From an optimization exercise on the open Yosys and OpenROAD flow, aimed at small area; shortcuts taken in it are not production practice. Only the layout flow was run in this run; the RTL was not checked for function there. The clock cells of this run come from the design's own scripts or RTL, not from TritonCTS. The clock port is modelled as an ideal driver, which makes a skipped or thinned clock tree look cheaper than it is; a real chip needs a root buffer or a tree. Power figures rest on the tool's default switching activity, not on a simulated workload.

$ cat flow/run.sh
#!/bin/bash
# The standard layout (standard.sh: ORFS from synthesis to finish) with:
#  - a flat clock tree (clock_tree.tcl, run before CTS): a few clkbuf_8 leaf
#    buffers fed from the clock port, instead of TritonCTS's H-tree and
#    dummy loads;
#  - single-drive port buffers;
#  - power recovery (downsizing of non-critical gates) after global routing.
# Each tool's output is in the ORFS logs under orfs/logs/; standard.sh's
# whole output is in standard.log here.
HERE=$(cd "$(dirname "$0")" && pwd)
export PRE_CTS_TCL="$HERE/clock_tree.tcl"
export BUFFER_PORTS_ARGS="-buffer_cell sky130_fd_sc_hd__buf_1"
export RECOVER_POWER=100
bash standard.sh > standard.log 2>&1
$ cat flow/clock_tree.tcl
# Flat clock tree, used as PRE_CTS_TCL: the clock port drives a few leaf
# clock buffers, each driving the flip-flops of one region of the core,
# placed at the centroid of its flip-flops. The regions come from
# recursive bisection of the flip-flop positions at the median, along the
# longer side. The flow's own clock_tree_synthesis call is then made a
# no-op; the rest of the CTS step (detailed placement, timing repair,
# writing the results) runs as usual.

proc ct_bisect { sinks k } {
  if { $k <= 1 || [llength $sinks] < 2 } { return [list $sinks] }
  set xs [lmap e $sinks { lindex $e 0 }]
  set ys [lmap e $sinks { lindex $e 1 }]
  set w [expr {[tcl::mathfunc::max {*}$xs] - [tcl::mathfunc::min {*}$xs]}]
  set h [expr {[tcl::mathfunc::max {*}$ys] - [tcl::mathfunc::min {*}$ys]}]
  set idx [expr {$w >= $h ? 0 : 1}]
  set sorted [lsort -integer -index $idx $sinks]
  set k1 [expr {$k / 2}]
  set n1 [expr {[llength $sorted] * $k1 / $k}]
  return [concat [ct_bisect [lrange $sorted 0 [expr {$n1 - 1}]] $k1] \
                 [ct_bisect [lrange $sorted $n1 end] [expr {$k - $k1}]]]
}

proc build_clock_tree { K bufcell } {
  set block [ord::get_db_block]
  set master [[ord::get_db] findMaster $bufcell]
  set clk [$block findNet CLOCK_50]
  set sinks {}
  foreach it [$clk getITerms] {
    set loc [[$it getInst] getLocation]
    lappend sinks [list [lindex $loc 0] [lindex $loc 1] $it]
  }
  set k 0
  foreach grp [ct_bisect $sinks $K] {
    set net [odb::dbNet_create $block clknet_leaf_$k]
    $net setSigType CLOCK
    set sx 0; set sy 0
    foreach e $grp {
      set it [lindex $e 2]
      $it disconnect
      $it connect $net
      incr sx [lindex $e 0]; incr sy [lindex $e 1]
    }
    set m [llength $grp]
    set buf [odb::dbInst_create $block $master clkbuf_leaf_$k]
    [$buf findITerm A] connect $clk
    [$buf findITerm X] connect $net
    $buf setLocation [expr {$sx / $m}] [expr {$sy / $m}]
    $buf setPlacementStatus PLACED
    puts "clock_tree.tcl: clkbuf_leaf_$k ($bufcell) drives $m flip-flops"
    incr k
  }
}

source [file join [file dirname [info script]] clock_tree_params.tcl]
build_clock_tree $CT_LEAVES $CT_BUF
rename clock_tree_synthesis orig_clock_tree_synthesis
proc clock_tree_synthesis { args } { puts "clock tree already built by clock_tree.tcl" }
$ cat flow/clock_tree_params.tcl
set CT_LEAVES 4
set CT_BUF sky130_fd_sc_hd__clkbuf_8
$ cat standard.sh
#!/bin/bash
# synth_recipe.tcl (not shown) runs the flow's synth.tcl, then flattens the netlist and writes it again
# the make line also repeats each setting of config.mk as NAME=value (left out here)
make -C /OpenROAD-flow-scripts/flow DESIGN_CONFIG=/design/flow/config.mk WORK_HOME=/design/flow/orfs CLKGATE_MAP_FILE= SYNTH_SCRIPT=/design/flow/synth_recipe.tcl "${@:-finish}"
$ cat config.mk
export PLATFORM = sky130hd
export DESIGN_NAME = remote_top
export DESIGN_NICKNAME = remote_top
export VERILOG_FILES = /design/flow/design.v
export SDC_FILE = /design/flow/constraint.sdc
export NUM_CORES = 4
export LEC_CHECK = 0
export CAP_MARGIN = 20
export CORE_MARGIN = 2
export CORE_UTILIZATION = 40
export SLEW_MARGIN = 20
$ cat constraint.sdc
create_clock -name core_clock -period 20.0 [get_ports {CLOCK_50}]
set_input_delay 4.0000 -clock core_clock [delete_from_list [all_inputs] [get_ports {CLOCK_50}]]
set_output_delay 4.0000 -clock core_clock [all_outputs]
set_load 0.01 [all_outputs]
$ cat design.v
`timescale 1ns/1ns
module clk_38k (input  logic clk_50,
                input  logic reset,
                output logic clk_38);
  localparam logic [9:0] LFSR_POL = 10'd682;
  logic [9:0] lfsr_q;
  wire  [9:0] lfsr = lfsr_q ^ LFSR_POL;
  wire term = (lfsr == 10'd414);
  always_ff @(posedge clk_50) begin
    if (reset) begin
      clk_38 <= 1'b1;
      lfsr_q <= (10'd341) ^ LFSR_POL;
    end else if (term) begin
      clk_38 <= ~clk_38;
      lfsr_q <= (clk_38 ? 10'd449 : 10'd341) ^ LFSR_POL;
    end else begin
      lfsr_q <= ({lfsr[8:0], lfsr[9] ^ lfsr[6]}) ^ LFSR_POL;
    end
  end
endmodule
`timescale 1ns/1ns
module samsung_command (input  logic clk,
                        input  logic reset,
                        input  logic key3,
                        output logic cmd);
  logic pressed;
  localparam logic [20:0] LFSR_POL = 21'd699050;
  logic [20:0] lfsr_q;
  wire  [20:0] lfsr = lfsr_q ^ LFSR_POL;
  wire term = (lfsr == 21'd851174);
  always_ff @(posedge clk) begin
    if (!key3) lfsr_q <= (21'd1398101) ^ LFSR_POL;
    else       lfsr_q <= ({lfsr[19:0], lfsr[20] ^ lfsr[18]}) ^ LFSR_POL;
    if (reset) begin
      pressed <= 1'b0;
      cmd     <= 1'b0;
    end else if (!key3) begin
      pressed <= 1'b1;
      cmd     <= ~pressed;
    end else if (term) begin
      pressed <= 1'b0;
    end
  end
endmodule
`timescale 1ns/1ns
module samsung_protocol (input  logic clk,
                             input  logic reset,
                             input  logic cmd,
                             output logic ir_mod);
      localparam logic [31:0] PATTERN = 32'he0e040bf;
      logic busy, lead, stop;
      logic [4:0] idx;
      wire bitv = PATTERN[~idx];
  localparam logic [17:0] LFSR_POL = 18'd174762;
  logic [17:0] lfsr_q;
  wire  [17:0] lfsr = lfsr_q ^ LFSR_POL;
  wire term = (lfsr == 18'd142358);
      always_ff @(posedge clk) begin
        lfsr_q <= ({lfsr[16:0], lfsr[17] ^ lfsr[10]}) ^ LFSR_POL;
        if (reset) begin
          busy   <= 1'b0;
          ir_mod <= 1'b0;
        end else if (!busy) begin
          if (cmd) begin
            busy   <= 1'b1;
            ir_mod <= 1'b1;
            lead   <= 1'b1;
            stop   <= 1'b0;
            idx    <= 5'd0;
            lfsr_q <= (18'd234266) ^ LFSR_POL;
          end
        end else if (term) begin
          if (ir_mod) begin
            ir_mod <= 1'b0;
            if (stop) busy <= 1'b0;
            lfsr_q <= (lead ? 18'd234266 : (bitv ? 18'd237336 : 18'd249230)) ^ LFSR_POL;
          end else begin
            ir_mod <= 1'b1;
            lfsr_q <= (18'd236316) ^ LFSR_POL;
            if (lead) lead <= 1'b0;
            else begin
              idx <= idx + 5'd1;
              if (&idx) stop <= 1'b1;
            end
          end
        end
      end
    endmodule
`timescale 1ns/1ns
module ir_drive (input  logic clk,
                 input  logic mod,
                 output logic ir_val);
  assign ir_val = clk & mod;
endmodule
`timescale 1ns/1ns
module remote_top (input  logic       CLOCK_50,
                   input  logic       reset,
                   input  logic [3:0] KEY,
                   output logic       IR_LED);
  logic clk_38, cmd, ir_mod;
  clk_38k divider (.clk_50(CLOCK_50), .reset(reset), .clk_38(clk_38));
  samsung_command key_to_cmd (.clk(CLOCK_50), .reset(reset), .key3(KEY[3]), .cmd(cmd));
  samsung_protocol prot (.clk(CLOCK_50), .reset(reset), .cmd(cmd), .ir_mod(ir_mod));
  ir_drive ir_drv (.clk(clk_38), .mod(ir_mod), .ir_val(IR_LED));
endmodule
==> metrics.md <==
| Metric | Value |
|---|---|
| Outcome | `finished clean` |
| Worst reg2reg setup slack | `17910 ps` |
| Core area | `5110 µm²` |
| I/O Pins | `7` |
| Worst hold path stage count | `1` |
| Post-Synthesis Net Count | `210` |
| Vias per cell | `4.72` |
| Total length of routed wires | `3.18 mm` |
| Routed wirelength normalized by instance count | `11.7 µm` |
| Most frequent standard cell in the layout excluding fill and tap cells | `dfxtp_1` |
| Overall die height | `76.6 µm` |
| Kind of launch point of the worst setup path | `input port` |
| Yosys cell types | `43` |
| Overall Power | `0.228 mW` |
| Total die area | `5860 µm²` |
| Number of max-slew violations in the final report | `0` |
| Avg Cell Area, Syn | `10.6 µm²` |
| Vias in the first global route | `1274` |
| F_max | `0.179 GHz` |
| Number of DRC markers after the initial detailed-route iteration | `71` |
| Highest-count cells in the layout ignoring fill and taps | `54 x dfxtp_1, 36 x nand2_1, 20 x nor2_1` |
| Period Utilization, post-route | `28.0%` |
| Number of hold-repair buffers added at the cts stage | `0` |
| Worst hold start | `divider.lfsr_q[2]$_SDFF_PP1_` |
| Largest vdd supply drop | `0.0489 mV` |
| CP startpoint | `reset` |
| Leading area contributor after synthesis | `dfxtp_1` |
| Share of synthesized flip-flops with an asynchronous set or reset | `0%` |
| Layout Utilization | `43.6%` |
| WHS | `384 ps` |
| Clock insertion delay at the later pin of the skew report | `150 ps` |
| Via total after detailed routing | `1279` |
| Warnings from Yosys | `3` |
| Largest clock skew in the final design | `7.93 ps` |
| Share of layout cells above drive strength 1 | `5.47%` |
| Total cell area at the placement stage | `2190 µm²` |
| Cell types occupying the most area after synthesis | `dfxtp_1 51%, edfxtp_1 10%, nand2_1 6.2%` |
| Highest net fanout along the worst path | `13` |
| Global-route congestion overflow total | `0` |
| Overall Global Routing Usage | `11.0%` |
| Antenna violations before repair | `0` |
| Starting utilization of the core area | `41.3%` |
| Post-layout instance area | `2220 µm²` |
| Pwr per Cell Area | `103 nW/µm²` |
| Row count | `26` |
| Endpoint, Worst Hold | `divider.lfsr_q[3]$_SDFF_PP1_` |
| CP Data Arrival Time | `5440 ps` |
| Post-CTS Repair Setup Buffers | `0` |
| Endpoint of the worst-slack reg-to-reg timing path | `prot.idx[1]$_SDFFCE_PN0P_` |
| Worst min-delay path category | `flip-flop to flip-flop` |
| Number of register bits inferred by synthesis | `61` |
| Hold Fails Final Rpt | `0` |
| Reg clk slew, reported paths | `90 ps` |
| Classification of the worst setup path | `input port to flip-flop` |
| Share of the synthesized area in the top cell type | `51.3%` |
| Maximum number of pins on one net before global-route repair | `25` |
| Diode count | `0` |
| Residual antenna-violating net count after detailed routing | `0` |
| Number of buffers added on ports | `3` |
| CTS resizes | `0` |
| Type of element capturing the critical path | `flip-flop` |
| Sequential cell area | `1290 µm²` |
| HPWL Detailed | `2.29 mm` |
| Worst Max-Slew Pin Slew | `914 ps` |
| Reg2reg path depth | `5` |
| Setup total negative slack | `0 ps` |
| Global-route wire length before repair | `5.55 mm` |
| Horizontal extent of the die | `76.6 µm` |
| Static leakage power | `0.900 nW` |
| Fin crit period | `5590 ps` |
| RSZ-0062 raised after global routing | `false` |
| Drt first pass iters | `4` |
| Gate count after technology mapping | `199` |
| Top flip-flop cell by instance count after synthesis | `dfxtp_1` |
| Number of synthesized flops with an enable pin | `7` |
| Total setup violations reported at the end of the flow | `0` |
| Nets@finish | `214` |
| Final RePlAce weighted congestion | `0.685` |
| Area of combinational cells with multiple inputs | `761 µm²` |
| Total of max-cap violations | `0` |
| Number of fill cells in the layout | `527` |
| Sequential fraction of the synthesis area | `61.3%` |
| Cell Area, Synth | `2110 µm²` |
| CP Data Required Time | `19850 ps` |
| DRC violation count after routing | `0` |
| FF-to-FF Start | `prot.lfsr_q[6]$_DFF_P_` |
| Layout area overhead | `5.58%` |
| Relative max-transition margin | `39.1%` |
layer usage:
layer	vias to the layer above	track usage, %	wire length [µm]
met4	0	1.27	46
met3	4	1.30	83
met1	586	15.7	1680
met5	-	0	0
met2	7	18.7	1370
li1	682	-	-
through the flow:
stage | worst slack [ps] | instances
finish | 14410 | 271
CTS | 14340 | 271
detailed placement | 14350 | 267
global route | 14260 | 271
floorplan | 14800 | 199
global placement | 14350 | 267
critical path, stage by stage:
cell      delay (ps)
clkbuf_1         210
nand2b_1         240
or3_1            430
nand2_1          250
o21a_1           310
worst max path at each step:
stage                                           end  slack [ps]  cells past startpoint
after floorplan           prot.idx[0]$_SDFFCE_PN0P_       14800                      4
after detailed placement  prot.idx[0]$_SDFFCE_PN0P_       14350                      5
after global routing      prot.idx[1]$_SDFFCE_PN0P_       14260                      5
after CTS                 prot.idx[0]$_SDFFCE_PN0P_       14340                      5
final                     prot.idx[1]$_SDFFCE_PN0P_       14410                      5
after global placement    prot.idx[3]$_SDFFCE_PN0P_       14350                      5
state kept, by name, summed over array words and instances, names as in the netlist:
name,count
key_to_cmd.cmd,1
prot.busy,1
prot.ir_mod,1
prot.stop,1
divider.clk_38,1
divider.lfsr_q,10
prot.idx,5
key_to_cmd.pressed,1
prot.lfsr_q,18
key_to_cmd.lfsr_q,21
prot.lead,1
power breakdown:
group / leakage [nW] / internal, mW / switching (mW)
clock: 0.0288 / 0.0185 / 0.0289
sequential: 0.518 / 0.145 / 0.0136
combinational: 0.353 / 0.0122 / 0.0102
kinds of logic (layout without fill, tap and decap cells):
kind of cell	count (synthesis)	in the layout	share of synthesized area, %
flip-flops	61	61	61.3
AO/OA/AOI/OAI	26	26	8.20
AND/OR/NAND/NOR	93	93	24.1
buffers and inverters	10	12	1.78
adder cells (fa/ha/maj)	5	5	2.97
XOR/XNOR	4	4	1.66
Yosys cell counts, types with 3 or more instances:
cell,n
a21oi_1,6
and2_1,3
clkbuf_1,5
dfxtp_1,54
edfxtp_1,7
ha_1,5
inv_1,5
nand2_1,35
nand2b_1,7
nand4b_1,3
nor2_1,20
o21ai_0,4
o21bai_1,4
xor2_1,3
final cells by class:
cell class,instances,share of cell area [%]
multi-input combinational,128,34.2
inverter,5,0.844
timing repair buffer,3,0.506
buffer,4,2.47
sequential,61,58.0
tap,70,3.94

[separate check: timing with driven ports]
The flow's constraints put no driver on any port. The routed layout listed below was extracted and timed again, unchanged, in two steps. Step 1 assumes that a clkbuf_16 drives the clock port and a buf_2 every other input. Step 2 moves the port delays by t, midway between the first and last clock arrival at a register: inputs arrive t later, outputs are due t later. That takes back most of the time a late clock gives input paths. Slacks: ideal ports / drivers / drivers and shift; pairs: ideal ports / drivers.
t, ns: 0.201
setup slack, ns: 14.407 / 14.435 / 14.235
worst setup path after step 2: input to register
After both steps this run still meets setup and hold. The setup slack of this run moves by +0.028 ns with the drivers and by -0.172 ns with both steps.
